Context: an optimization exercise on an open-source flow, tuned for small area and a short achievable clock period. The choices shown serve that exercise and are no tape-out recipe. In this exercise RTL edits were held to simulation tests only and were not proved equivalent to the original. Power and IR drop assume default switching activity.

==> v24: inputs <==
Design cpu, start of the top module:
module cpu(
    input wire clk,
    input wire resetn,
    output wire [7:0] imem_addr,
    input wire [31:0] imem_rdata,
    output wire [9:0] dmem_addr,
    output wire dmem_we,
    output wire [31:0] dmem_wdata,
    input wire [31:0] dmem_rdata,
    output wire wb_en,
    output wire [3:0] wb_reg,
    output wire [31:0] wb_data
  );
  wire rst = !resetn;
  reg [31:0] pc;
  reg [31:0] d_inst;
  reg        d_noop;
  reg        fN, fZ, fC, fV;
  reg [25:0] e_inst;           
  reg [1:0]  e_type;
  reg [3:0]  e_ra, e_rb, e_wr;
  reg        e_rwe, e_mwe, e_ex;
  reg [15:0] x_ra, x_rb;       
  reg [1:0]  m_type;
  reg [3:0]  m_ra, m_rb, m_wr;
  reg        m_rwe, m_mwe, m_ex;
  reg [31:0] m_alu;
  reg [11:0] m_pre;            
  reg [31:0] m_sdata;          
  reg        sM_a, sM_d;       
  reg sA_m, sA_l, sA_w, sB_m, sB_l, sB_w;
  reg        w_load;
  reg [3:0]  w_wr;
  reg        w_rwe, w_ex;
  reg [31:0] w_res;            
  reg [31:0] e_bnl, m_bnl;
  reg [511:0] rf;
  wire [1:0] d_type;
  wire [3:0] d_ra, d_rb, d_wr;
  wire d_ex, d_rwe, d_mwe, d_is_b, stall, take_b;
  decode_inst u_dec (.inst(d_inst), .noop(d_noop),
      .fN(fN), .fZ(fZ), .fC(fC), .fV(fV),
      .e_type(e_type), .e_ex(e_ex), .e_wr(e_wr),
      .d_type(d_type), .d_ra(d_ra), .d_rb(d_rb), .d_wr(d_wr),
      .d_ex(d_ex), .d_rwe(d_rwe), .d_mwe(d_mwe), .d_is_b(d_is_b),
      .stall(stall), .take_b(take_b));
  fetch_addr u_fa (.rst(rst), .stall(stall), .take_b(take_b),
      .pc_w(pc[9:2]), .off(d_inst[7:0]), .imem_addr(imem_addr));
  wire [31:0] pc_inc = pc + 32'd4;
  wire [31:0] pc_br  = pc + {{6{d_inst[23]}}, d_inst[23:0], 2'b00};
  wire [31:0] pc_nxt = take_b ? pc_br : pc_inc;
  wire [31:0] rwd = ({32{w_load}} & dmem_rdata) | w_res;
  wire rf_we = w_rwe;
  reg [31:0] e_opA, e_opB;
  integer ri;
  always @(*) begin
    e_opA = 32'b0;
    e_opB = 32'b0;
    for (ri = 0; ri < 16; ri = ri + 1) begin
      e_opA = e_opA | (rf[32*ri +: 32] & {32{x_ra[ri]}});
      e_opB = e_opB | (rf[32*ri +: 32] & {32{x_rb[ri]}});
    end
  end
  ...
==> module alu_unit, before the edit <==
module alu_unit (
    input wire [25:0] inst,            
    input wire sA_m, sA_l, sA_w, sA_r,
    input wire sB_m, sB_l, sB_w, sB_r,
    input wire [31:0] m_alu, rdata, w_res, opA, opB,
    input wire fN, fZ, fC, fV,
    input wire rst,
    input wire pc_alu,                 
    input wire [31:0] pc_other,        
    output wire [31:0] alu_out,
    output wire [31:0] pc_d,           
    output wire fN_d, fZ_d, fC_d, fV_d   
  );
  wire [31:0] A = ({32{sA_m}} & m_alu) | ({32{sA_l}} & rdata) |
                  ({32{sA_w}} & w_res) | ({32{sA_r}} & opA);
  wire [3:0] op   = inst[24:21];
  wire       imm  = inst[25];
  wire [4:0] n    = inst[11:7];
  wire [1:0] sc   = inst[6:5];
  wire [3:0] rr   = inst[11:8];
  wire upd = (op[3:2] == 2'b10) | inst[20];
  wire [4:0] rot_amt = imm ? {rr, 1'b0} : ((sc == 2'b01) ? (5'd0 - n) : n);
  wire [31:0] rot_in = ({32{sB_m}} & m_alu) | ({32{sB_l}} & rdata) |
                       ({32{sB_w}} & w_res) | ({32{sB_r}} & opB) |
                       ({32{imm}} & {24'b0, inst[7:0]});
  wire [31:0] r0 = rot_amt[0] ? {rot_in[0],    rot_in[31:1]}  : rot_in;
  wire [31:0] r1 = rot_amt[1] ? {r0[1:0],   r0[31:2]}   : r0;
  wire [31:0] r2 = rot_amt[2] ? {r1[3:0],   r1[31:4]}   : r1;
  wire [31:0] r3 = rot_amt[3] ? {r2[7:0],   r2[31:8]}   : r2;
  wire [31:0] r4 = rot_amt[4] ? {r3[15:0],  r3[31:16]}  : r3;
  wire [31:0] mask = imm ? 32'hFFFFFFFF :
                     (sc == 2'b11) ? 32'hFFFFFFFF :
                     (sc == 2'b01) ? (32'hFFFFFFFF << n) : (32'hFFFFFFFF >> n);
  wire [31:0] S = r4 & mask;
  wire sh_carry = r4[31];
  wire ignC = imm ? (rr == 4'd0) : (n == 5'd0);
  wire is_sub = (op == 4'd2) | (op == 4'd6) | (op == 4'd10);
  wire is_rsb = (op == 4'd3) | (op == 4'd7);
  wire use_c  = (op == 4'd5) | (op == 4'd6) | (op == 4'd7);
  wire cin    = use_c ? fC : (is_sub | is_rsb);
  wire [31:0] X = A ^ {32{is_rsb}};
  wire [31:0] Y = S ^ {32{is_sub}};
  wire [31:0] xy_x = X ^ Y;
  wire [31:0] xy_a = X & Y;
  wire [31:0] xy_o = X | Y;
  wire [31:0] g0 = {xy_a[31:1], xy_a[0] | (xy_x[0] & cin)};
  wire [31:0] p0 = xy_x;
  wire [31:0] g1, p1, g2, p2, g3, p3, g4, p4, g5;
  assign g1 = g0 | (p0 & {g0[30:0], 1'b0});
  assign p1 = p0 & {p0[30:0], 1'b0};
  assign g2 = g1 | (p1 & {g1[29:0], 2'b0});
  assign p2 = p1 & {p1[29:0], 2'b0};
  assign g3 = g2 | (p2 & {g2[27:0], 4'b0});
  assign p3 = p2 & {p2[27:0], 4'b0};
  assign g4 = g3 | (p3 & {g3[23:0], 8'b0});
  assign p4 = p3 & {p3[23:0], 8'b0};
  assign g5 = g4 | (p4 & {g4[15:0], 16'b0});
  wire [31:0] sum = xy_x ^ {g5[30:0], cin};
  wire        cout = g5[31];
  wire hz = ~sum[2] & (xy_x[31:3] == xy_o[30:2]);
  wire sum_small = hz & (fC ? (sum[1:0] != 2'b11) : (sum[1:0] == 2'b00));
  wire sum_zero  = hz & (sum[1:0] == 2'b00);
  wire s_wrap = (S[31:1] == 31'b0) & (~S[0] | fC);
  wire c_rsc  = s_wrap ? (~cout & sum_small) : (~cout | sum_small);
  wire c_sbc  = cout | (~fC & (&xy_x));
  wire is_arith = (op[3:1] == 3'b001) | (op[3:2] == 2'b01) | (op[3:1] == 3'b101);
  reg [31:0] logic_out;
  always @(*) begin
    case (op)
      4'd0, 4'd8:  logic_out = xy_a;
      4'd1, 4'd9:  logic_out = xy_x;
      4'd13:       logic_out = Y;
      4'd14:       logic_out = xy_o;
      4'd15:       logic_out = ~X;
      default:     logic_out = 32'b0;
    endcase
  end
  assign alu_out = is_arith ? sum : logic_out;
  wire flag_N = alu_out[31];
  wire flag_Z = is_arith ? sum_zero : (logic_out == 32'b0);
  wire flag_C = (op == 4'd6) ? c_sbc :
                (op == 4'd7) ? c_rsc :
                is_arith ? cout :
                (op == 4'd12) ? 1'b0 : sh_carry;
  wire flag_V = is_arith ? ((X[31] == Y[31]) & (X[31] != sum[31])) :
                (op == 4'd12) ? 1'b0 : fV;
  wire wr_f = ~rst & upd;
  wire wr_c = ~rst & upd & ~ignC;
  assign fN_d = wr_f ? flag_N : (fN & ~rst);
  assign fZ_d = wr_f ? flag_Z : (fZ & ~rst);
  assign fV_d = wr_f ? flag_V : (fV & ~rst);
  assign fC_d = wr_c ? flag_C : (fC & ~rst);
  assign pc_d = pc_alu ? alu_out : pc_other;
endmodule
==> module mem_addr, before the edit <==
module mem_addr (
    input wire fwd,                    
    input wire [11:0] rdata,
    input wire [11:0] pre,             
    output wire [9:0] addr
  );
  wire [11:0] sum = (rdata & {12{fwd}}) + pre;
  assign addr = sum[11:2];
endmodule
Settings: LEC_CHECK=0, ABC_AREA=1, CAP_MARGIN=20, CORE_MARGIN=2, CORE_UTILIZATION=40, CTS_BUF_LIST=sky130_fd_sc_hd__clkbuf_8, PLACE_DENSITY=0.6, SETUP_SLACK_MARGIN=5, SLEW_MARGIN=20, SYNTH_HIERARCHICAL=1; clock period 13.0 ns.
standard.sh (not shown) runs the stock make flow with config.mk's settings and CLKGATE_MAP_FILE= SYNTH_SCRIPT=/design/flow/synth_recipe.tcl, a recipe that flattens the netlist after the stock synthesis.
==> flow/flow/run.sh <==
#!/bin/bash
set -euo pipefail
bash standard.sh SETUP_SLACK_MARGIN=7 finish > standard_flow.log 2>&1
==> v27: changes against v24 <==
--- a/flow/design.v
+++ b/flow/design.v
@@ -38,26 +38,34 @@
   wire is_rsb = (op == 4'd3) | (op == 4'd7);
   wire use_c  = (op == 4'd5) | (op == 4'd6) | (op == 4'd7);
   wire cin    = use_c ? fC : (is_sub | is_rsb);
   wire [31:0] X = A ^ {32{is_rsb}};
   wire [31:0] Y = S ^ {32{is_sub}};
-  wire [31:0] xy_x = X ^ Y;
+  wire inv = is_rsb ^ is_sub;
+  wire [31:0] as_x = A ^ S;
+  wire [31:0] xy_x = as_x ^ {32{inv}};
   wire [31:0] xy_a = X & Y;
   wire [31:0] xy_o = X | Y;
-  wire [31:0] g0 = {xy_a[31:1], xy_a[0] | (xy_x[0] & cin)};
-  wire [31:0] p0 = xy_x;
-  wire [31:0] g1, p1, g2, p2, g3, p3, g4, p4, g5;
-  assign g1 = g0 | (p0 & {g0[30:0], 1'b0});
-  assign p1 = p0 & {p0[30:0], 1'b0};
-  assign g2 = g1 | (p1 & {g1[29:0], 2'b0});
-  assign p2 = p1 & {p1[29:0], 2'b0};
-  assign g3 = g2 | (p2 & {g2[27:0], 4'b0});
-  assign p3 = p2 & {p2[27:0], 4'b0};
-  assign g4 = g3 | (p3 & {g3[23:0], 8'b0});
-  assign p4 = p3 & {p3[23:0], 8'b0};
-  assign g5 = g4 | (p4 & {g4[15:0], 16'b0});
-  wire [31:0] sum = xy_x ^ {g5[30:0], cin};
+  wire [31:0] g0 = {xy_a[31:1], xy_a[0] | (xy_o[0] & cin)};
+  wire [31:0] p0 = xy_o;
+  reg [31:0] g5, pp;
+  integer bi, bs;
+  always @(*) begin
+    g5 = g0;
+    pp = p0;
+    for (bs = 1; bs < 32; bs = bs * 2)
+      for (bi = 2 * bs - 1; bi < 32; bi = bi + 2 * bs) begin
+        g5[bi] = g5[bi] | (pp[bi] & g5[bi - bs]);
+        pp[bi] = pp[bi] & pp[bi - bs];
+      end
+    for (bs = 8; bs >= 1; bs = bs / 2)
+      for (bi = 3 * bs - 1; bi < 32; bi = bi + 2 * bs) begin
+        g5[bi] = g5[bi] | (pp[bi] & g5[bi - bs]);
+        pp[bi] = pp[bi] & pp[bi - bs];
+      end
+  end
+  wire [31:0] sum = as_x ^ ({g5[30:0], cin} ^ {32{inv}});
   wire        cout = g5[31];
   wire hz = ~sum[2] & (xy_x[31:3] == xy_o[30:2]);
   wire sum_small = hz & (fC ? (sum[1:0] != 2'b11) : (sum[1:0] == 2'b00));
   wire sum_zero  = hz & (sum[1:0] == 2'b00);
   wire s_wrap = (S[31:1] == 31'b0) & (~S[0] | fC);
@@ -66,11 +74,11 @@
   wire is_arith = (op[3:1] == 3'b001) | (op[3:2] == 2'b01) | (op[3:1] == 3'b101);
   reg [31:0] logic_out;
   always @(*) begin
     case (op)
       4'd0, 4'd8:  logic_out = xy_a;
-      4'd1, 4'd9:  logic_out = xy_x;
+      4'd1, 4'd9:  logic_out = as_x;
       4'd13:       logic_out = Y;
       4'd14:       logic_out = xy_o;
       4'd15:       logic_out = ~X;
       default:     logic_out = 32'b0;
     endcase
@@ -156,11 +164,21 @@
     input wire fwd,                    
     input wire [11:0] rdata,
     input wire [11:0] pre,             
     output wire [9:0] addr
   );
-  wire [11:0] sum = (rdata & {12{fwd}}) + pre;
+  wire [11:0] a = rdata & {12{fwd}};
+  wire [11:0] g0 = a & pre;
+  wire [11:0] p0 = a | pre;
+  wire [11:0] g1 = g0 | (p0 & {g0[10:0], 1'b0});
+  wire [11:0] p1 = p0 & {p0[10:0], 1'b0};
+  wire [11:0] g2 = g1 | (p1 & {g1[9:0], 2'b0});
+  wire [11:0] p2 = p1 & {p1[9:0], 2'b0};
+  wire [11:0] g3 = g2 | (p2 & {g2[7:0], 4'b0});
+  wire [11:0] p3 = p2 & {p2[7:0], 4'b0};
+  wire [11:0] g4 = g3 | (p3 & {g3[3:0], 8'b0});
+  wire [11:0] sum = a ^ (pre ^ {g4[10:0], 1'b0});
   assign addr = sum[11:2];
 endmodule
 module cpu(
     input wire clk,
     input wire resetn,
==> flow/flow/run.sh (replaced) <==
#!/bin/bash
# The standard layout (standard.sh: standard synthesis, floorplan, place,
# CTS, route) with three layout knobs changed; clock period and constraints
# are the standard flow's own:
#  - repair may resize a cell to one of another footprint;
#  - ports are buffered with buf_2 cells.
set -euo pipefail
bash standard.sh SETUP_SLACK_MARGIN=7 MATCH_CELL_FOOTPRINT=0 \
  "BUFFER_PORTS_ARGS=-buffer_cell sky130_fd_sc_hd__buf_2" finish > standard_flow.log 2>&1
CORE_UTILIZATION = 50   (was 40)
CTS_BUF_LIST = not set   (was sky130_fd_sc_hd__clkbuf_8)
PLACE_DENSITY = 0.7   (was 0.6)
==> v38: changes against v24 <==
--- a/flow/design.v
+++ b/flow/design.v
@@ -1,26 +1,23 @@
 module alu_unit (
     input wire [25:0] inst,            
     input wire sA_m, sA_l, sA_w, sA_r,
     input wire sB_m, sB_l, sB_w, sB_r,
     input wire [31:0] m_alu, rdata, w_res, opA, opB,
-    input wire fN, fZ, fC, fV,
-    input wire rst,
-    input wire pc_alu,                 
-    input wire [31:0] pc_other,        
+    input wire fC, fV,
     output wire [31:0] alu_out,
-    output wire [31:0] pc_d,           
-    output wire fN_d, fZ_d, fC_d, fV_d   
+    output wire upd, ignC,
+    output wire flag_N, flag_Z, flag_C, flag_V
   );
   wire [31:0] A = ({32{sA_m}} & m_alu) | ({32{sA_l}} & rdata) |
                   ({32{sA_w}} & w_res) | ({32{sA_r}} & opA);
   wire [3:0] op   = inst[24:21];
   wire       imm  = inst[25];
   wire [4:0] n    = inst[11:7];
   wire [1:0] sc   = inst[6:5];
   wire [3:0] rr   = inst[11:8];
-  wire upd = (op[3:2] == 2'b10) | inst[20];
+  assign upd = (op[3:2] == 2'b10) | inst[20];
   wire [4:0] rot_amt = imm ? {rr, 1'b0} : ((sc == 2'b01) ? (5'd0 - n) : n);
   wire [31:0] rot_in = ({32{sB_m}} & m_alu) | ({32{sB_l}} & rdata) |
                        ({32{sB_w}} & w_res) | ({32{sB_r}} & opB) |
                        ({32{imm}} & {24'b0, inst[7:0]});
   wire [31:0] r0 = rot_amt[0] ? {rot_in[0],    rot_in[31:1]}  : rot_in;
@@ -31,68 +28,49 @@
   wire [31:0] mask = imm ? 32'hFFFFFFFF :
                      (sc == 2'b11) ? 32'hFFFFFFFF :
                      (sc == 2'b01) ? (32'hFFFFFFFF << n) : (32'hFFFFFFFF >> n);
   wire [31:0] S = r4 & mask;
   wire sh_carry = r4[31];
-  wire ignC = imm ? (rr == 4'd0) : (n == 5'd0);
+  assign ignC = imm ? (rr == 4'd0) : (n == 5'd0);
   wire is_sub = (op == 4'd2) | (op == 4'd6) | (op == 4'd10);
   wire is_rsb = (op == 4'd3) | (op == 4'd7);
   wire use_c  = (op == 4'd5) | (op == 4'd6) | (op == 4'd7);
   wire cin    = use_c ? fC : (is_sub | is_rsb);
   wire [31:0] X = A ^ {32{is_rsb}};
   wire [31:0] Y = S ^ {32{is_sub}};
+  wire [33:0] sum_full = {1'b0, X, 1'b1} + {1'b0, Y, cin};
+  wire [31:0] sum = sum_full[32:1];
+  wire        cout = sum_full[33];
   wire [31:0] xy_x = X ^ Y;
-  wire [31:0] xy_a = X & Y;
   wire [31:0] xy_o = X | Y;
-  wire [31:0] g0 = {xy_a[31:1], xy_a[0] | (xy_x[0] & cin)};
-  wire [31:0] p0 = xy_x;
-  wire [31:0] g1, p1, g2, p2, g3, p3, g4, p4, g5;
-  assign g1 = g0 | (p0 & {g0[30:0], 1'b0});
-  assign p1 = p0 & {p0[30:0], 1'b0};
-  assign g2 = g1 | (p1 & {g1[29:0], 2'b0});
-  assign p2 = p1 & {p1[29:0], 2'b0};
-  assign g3 = g2 | (p2 & {g2[27:0], 4'b0});
-  assign p3 = p2 & {p2[27:0], 4'b0};
-  assign g4 = g3 | (p3 & {g3[23:0], 8'b0});
-  assign p4 = p3 & {p3[23:0], 8'b0};
-  assign g5 = g4 | (p4 & {g4[15:0], 16'b0});
-  wire [31:0] sum = xy_x ^ {g5[30:0], cin};
-  wire        cout = g5[31];
   wire hz = ~sum[2] & (xy_x[31:3] == xy_o[30:2]);
   wire sum_small = hz & (fC ? (sum[1:0] != 2'b11) : (sum[1:0] == 2'b00));
   wire sum_zero  = hz & (sum[1:0] == 2'b00);
   wire s_wrap = (S[31:1] == 31'b0) & (~S[0] | fC);
   wire c_rsc  = s_wrap ? (~cout & sum_small) : (~cout | sum_small);
-  wire c_sbc  = cout | (~fC & (&xy_x));
+  wire c_sbc  = cout | (~fC & (A == S));
   wire is_arith = (op[3:1] == 3'b001) | (op[3:2] == 2'b01) | (op[3:1] == 3'b101);
   reg [31:0] logic_out;
   always @(*) begin
     case (op)
-      4'd0, 4'd8:  logic_out = xy_a;
-      4'd1, 4'd9:  logic_out = xy_x;
-      4'd13:       logic_out = Y;
-      4'd14:       logic_out = xy_o;
-      4'd15:       logic_out = ~X;
+      4'd0, 4'd8:  logic_out = A & S;
+      4'd1, 4'd9:  logic_out = A ^ S;
+      4'd13:       logic_out = S;
+      4'd14:       logic_out = A | S;
+      4'd15:       logic_out = ~A;
       default:     logic_out = 32'b0;
     endcase
   end
   assign alu_out = is_arith ? sum : logic_out;
-  wire flag_N = alu_out[31];
-  wire flag_Z = is_arith ? sum_zero : (logic_out == 32'b0);
-  wire flag_C = (op == 4'd6) ? c_sbc :
-                (op == 4'd7) ? c_rsc :
-                is_arith ? cout :
-                (op == 4'd12) ? 1'b0 : sh_carry;
-  wire flag_V = is_arith ? ((X[31] == Y[31]) & (X[31] != sum[31])) :
-                (op == 4'd12) ? 1'b0 : fV;
-  wire wr_f = ~rst & upd;
-  wire wr_c = ~rst & upd & ~ignC;
-  assign fN_d = wr_f ? flag_N : (fN & ~rst);
-  assign fZ_d = wr_f ? flag_Z : (fZ & ~rst);
-  assign fV_d = wr_f ? flag_V : (fV & ~rst);
-  assign fC_d = wr_c ? flag_C : (fC & ~rst);
-  assign pc_d = pc_alu ? alu_out : pc_other;
+  assign flag_N = alu_out[31];
+  assign flag_Z = is_arith ? sum_zero : (logic_out == 32'b0);
+  assign flag_C = (op == 4'd6) ? c_sbc :
+                  (op == 4'd7) ? c_rsc :
+                  is_arith ? cout :
+                  (op == 4'd12) ? 1'b0 : sh_carry;
+  assign flag_V = is_arith ? ((X[31] == Y[31]) & (X[31] != sum[31])) :
+                  (op == 4'd12) ? 1'b0 : fV;
 endmodule
 module decode_inst (
     input wire [31:0] inst,
     input wire noop,
     input wire fN, fZ, fC, fV,
@@ -152,15 +130,15 @@
   wire [7:0] nxt = stall ? pc_w : (take_b ? (pc_w + off) : (pc_w + 8'd1));
   assign imem_addr = rst ? 8'b0 : nxt;
 endmodule
 module mem_addr (
     input wire fwd,                    
-    input wire [11:0] rdata,
-    input wire [11:0] pre,             
+    input wire [11:0] rdata, base_reg, off,
     output wire [9:0] addr
   );
-  wire [11:0] sum = (rdata & {12{fwd}}) + pre;
+  wire [11:0] base = fwd ? rdata : base_reg;
+  wire [11:0] sum = base + off;
   assign addr = sum[11:2];
 endmodule
 module cpu(
     input wire clk,
     input wire resetn,
@@ -181,16 +159,17 @@
   reg        fN, fZ, fC, fV;
   reg [25:0] e_inst;           
   reg [1:0]  e_type;
   reg [3:0]  e_ra, e_rb, e_wr;
   reg        e_rwe, e_mwe, e_ex;
-  reg [15:0] x_ra, x_rb;       
+  reg [3:0]  x_ra, x_rb;       
   reg [1:0]  m_type;
   reg [3:0]  m_ra, m_rb, m_wr;
   reg        m_rwe, m_mwe, m_ex;
   reg [31:0] m_alu;
-  reg [11:0] m_pre;            
+  reg [11:0] m_off;            
+  reg [11:0] m_base;           
   reg [31:0] m_sdata;          
   reg        sM_a, sM_d;       
   reg sA_m, sA_l, sA_w, sB_m, sB_l, sB_w;
   reg        w_load;
   reg [3:0]  w_wr;
@@ -210,49 +189,46 @@
   fetch_addr u_fa (.rst(rst), .stall(stall), .take_b(take_b),
       .pc_w(pc[9:2]), .off(d_inst[7:0]), .imem_addr(imem_addr));
   wire [31:0] pc_inc = pc + 32'd4;
   wire [31:0] pc_br  = pc + {{6{d_inst[23]}}, d_inst[23:0], 2'b00};
   wire [31:0] pc_nxt = take_b ? pc_br : pc_inc;
-  wire [31:0] rwd = ({32{w_load}} & dmem_rdata) | w_res;
+  wire [31:0] rwd = w_load ? dmem_rdata : w_res;
   wire rf_we = w_rwe;
   reg [31:0] e_opA, e_opB;
   integer ri;
   always @(*) begin
     e_opA = 32'b0;
     e_opB = 32'b0;
     for (ri = 0; ri < 16; ri = ri + 1) begin
-      e_opA = e_opA | (rf[32*ri +: 32] & {32{x_ra[ri]}});
-      e_opB = e_opB | (rf[32*ri +: 32] & {32{x_rb[ri]}});
+      e_opA = e_opA | (rf[32*ri +: 32] & {32{x_ra == ri}});
+      e_opB = e_opB | (rf[32*ri +: 32] & {32{x_rb == ri}});
     end
   end
   wire sA_r = ~(sA_m | sA_l | sA_w);
   wire sB_r = ~(sB_m | sB_l | sB_w | e_inst[25]);
   wire [31:0] alu_out;
-  wire [31:0] pc_d;
-  wire fN_d, fZ_d, fC_d, fV_d;
-  wire pc_alu = ~rst & ~stall & (w_wr == 4'd15);
-  wire [31:0] pc_other = rst ? 32'b0 : (stall ? pc : pc_nxt);
+  wire upd, ignC, flag_N, flag_Z, flag_C, flag_V;
   alu_unit u_alu (.inst(e_inst),
       .sA_m(sA_m), .sA_l(sA_l), .sA_w(sA_w), .sA_r(sA_r),
       .sB_m(sB_m), .sB_l(sB_l), .sB_w(sB_w), .sB_r(sB_r),
       .m_alu(m_alu), .rdata(dmem_rdata), .w_res(w_res), .opA(e_opA), .opB(e_opB),
-      .fN(fN), .fZ(fZ), .fC(fC), .fV(fV), .rst(rst),
-      .pc_alu(pc_alu), .pc_other(pc_other), .alu_out(alu_out), .pc_d(pc_d),
-      .fN_d(fN_d), .fZ_d(fZ_d), .fC_d(fC_d), .fV_d(fV_d));
-  mem_addr u_ma (.fwd(sM_a), .rdata(dmem_rdata[11:0]), .pre(m_pre), .addr(dmem_addr));
+      .fC(fC), .fV(fV), .alu_out(alu_out), .upd(upd), .ignC(ignC),
+      .flag_N(flag_N), .flag_Z(flag_Z), .flag_C(flag_C), .flag_V(flag_V));
+  mem_addr u_ma (.fwd(sM_a), .rdata(dmem_rdata[11:0]), .base_reg(m_base), .off(m_off),
+      .addr(dmem_addr));
   assign dmem_we    = m_mwe;
-  assign dmem_wdata = ({32{sM_d}} & dmem_rdata) | m_sdata;
+  assign dmem_wdata = sM_d ? dmem_rdata : m_sdata;
   wire [3:0] n_ra = stall ? 4'd0 : d_ra;
   wire [3:0] n_rb = stall ? 4'd0 : d_rb;
   wire n_imm = ~stall & d_inst[25];
   wire n_wload = (m_type == 2'b01);
   wire nA_m = (n_ra == e_wr) & e_ex;
   wire nA_w = (n_ra == m_wr) & m_ex & ~nA_m;
   wire nB_m = (n_rb == e_wr) & e_ex & ~n_imm;
   wire nB_w = (n_rb == m_wr) & m_ex & ~(nB_m | n_imm);
   wire [31:0] n_wres = (m_type == 2'b11) ? m_bnl :
-                       (m_type == 2'b00) ? m_alu : 32'b0;
+                       (m_type == 2'b10) ? 32'b0 : m_alu;
   wire nM_a = (e_ra == m_wr) & m_ex;
   wire nM_d = (e_rb == m_wr) & m_ex;
   wire [11:0] n_base  = ((e_ra == w_wr) & w_ex) ? rwd[11:0] : e_opA[11:0];
   wire [31:0] n_sdata = ((e_rb == w_wr) & w_ex) ? rwd : e_opB;
   wire [11:0] e_off = e_inst[11:0];
@@ -266,15 +242,18 @@
       d_noop <= 1'b1;
     else if (pc == 32'b0)
       d_noop <= 1'b0;
     else
       d_noop <= d_is_b;
-    pc <= pc_d;
+    if (rst)
+      pc <= 32'b0;
+    else if (!stall)
+      pc <= (w_wr == 4'd15) ? alu_out : pc_nxt;
     e_bnl <= pc_inc;
     m_bnl <= e_bnl;
-    x_ra <= 16'd1 << d_ra;
-    x_rb <= 16'd1 << d_rb;
+    x_ra <= d_ra;
+    x_rb <= d_rb;
     if (stall) begin
       e_inst <= 26'b0;
       e_type <= 2'b0;
       e_ra <= 4'b0; e_rb <= 4'b0; e_wr <= 4'b0;
       e_rwe <= 1'b0; e_mwe <= 1'b0; e_ex <= 1'b0;
@@ -282,18 +261,25 @@
       e_inst <= d_inst[25:0];
       e_type <= d_type;
       e_ra <= d_ra; e_rb <= d_rb; e_wr <= d_wr;
       e_rwe <= d_rwe; e_mwe <= d_mwe; e_ex <= d_ex;
     end
-    fN <= fN_d; fZ <= fZ_d; fC <= fC_d; fV <= fV_d;
+    if (rst) begin
+      fN <= 1'b0; fZ <= 1'b0; fC <= 1'b0; fV <= 1'b0;
+    end else if (upd) begin
+      fN <= flag_N; fZ <= flag_Z; fV <= flag_V;
+      if (!ignC)
+        fC <= flag_C;
+    end
     m_type <= e_type;
     m_ra <= e_ra; m_rb <= e_rb; m_wr <= e_wr;
     m_rwe <= e_rwe; m_ex <= e_ex;
     m_mwe <= rst ? 1'b0 : e_mwe;
     m_alu <= alu_out;
-    m_pre   <= e_adj + ((nM_a & n_wload) ? 12'b0 : nM_a ? n_wres[11:0] : n_base);
-    m_sdata <= (nM_d & n_wload) ? 32'b0 : nM_d ? n_wres : n_sdata;
+    m_off <= e_adj;
+    m_base  <= (nM_a & ~n_wload) ? n_wres[11:0] : n_base;
+    m_sdata <= (nM_d & ~n_wload) ? n_wres : n_sdata;
     sM_a <= nM_a & n_wload;
     sM_d <= nM_d & n_wload;
     sA_m <= nA_m; sA_l <= nA_w & n_wload; sA_w <= nA_w & ~n_wload;
     sB_m <= nB_m; sB_l <= nB_w & n_wload; sB_w <= nB_w & ~n_wload;
     w_load <= n_wload;
==> flow/flow/run.sh (replaced) <==
#!/bin/bash
set -euo pipefail
bash standard.sh SETUP_SLACK_MARGIN=6.5 finish > standard_flow.log 2>&1
CTS_BUF_LIST = not set   (was sky130_fd_sc_hd__clkbuf_8)
==> comparison table <==
item	v24	v38	v27
Drt wl/cell	26.9 um	26.9 um	26.5 um
Reported clock group power	2480 uW	2640 uW	2630 uW
Power Sequential	3680 uW	3560 uW	3670 uW
Final cycle utilization of the critical path	49.9%	50.5%	47.8%
Non-clock buffering overhead in the final layout	5.07%	5.27%	3.51%
GPL Wtd Cong	1.04	1.03	1.07
Number of gates resized after CTS	539	353	186
Final worst path period need	6.48 ns	6.56 ns	6.21 ns
H-tree levels	4	3	3
Outcome	complete, no violations	complete, no violations	complete, no violations
Leak	0.0251 uW	0.0257 uW	0.0245 uW
Reg-to-reg critical path startpoint	x_rb[7]$_SDFF_PP0_	x_rb[0]$_DFF_P_	x_rb[4]$_SDFF_PP0_
Maximum clock skew at final layout	0.0582 ns	0.0631 ns	0.0380 ns
Area added between synthesis and finish	17.3%	16.6%	13.0%
Register area	22100 um^2	21800 um^2	22100 um^2
DP Cell Count	7878	8069	7558
Number of flip-flops and latches	844	832	844
Seq/total area	38.6%	37.5%	40.2%
Number of global-route vias before repair	45000	45200	44700
DIE WIDTH	353 um	357 um	316 um

-- what the ideal ports hide --
In the flow no input, the clock included, has a driving cell. The finished layouts below were timed again as built, in two steps. Step 1: set_driving_cell puts a clkbuf_16 on clk and a buf_2 on each other input, an assumption about the parent block. Step 2 also shifts input and output timing later by t, the mid clock arrival at the registers, as if the neighbouring blocks saw the same clock. Three values: no drivers, after step 1, after step 2; two values: the first two.
run | t (ns) | slack for setup (ns) | worst hold slack (ns) | worst setup path at the end
v24 | 0.946 | 6.517 / 6.464 / 6.182 | 0.324 / 0.324 / 0.324 | input to register
v27 | 0.752 | 6.786 / 6.718 / 6.392 | 0.320 / 0.320 / 0.320 | input to register
v38 | 0.759 | 6.437 / 6.293 / 5.673 | 0.303 / 0.303 / 0.303 | input to register
After both steps setup and hold are still met in every run listed. The setup slack of v38, which loses most, moves by -0.144 ns with the drivers and by -0.764 ns with both steps.
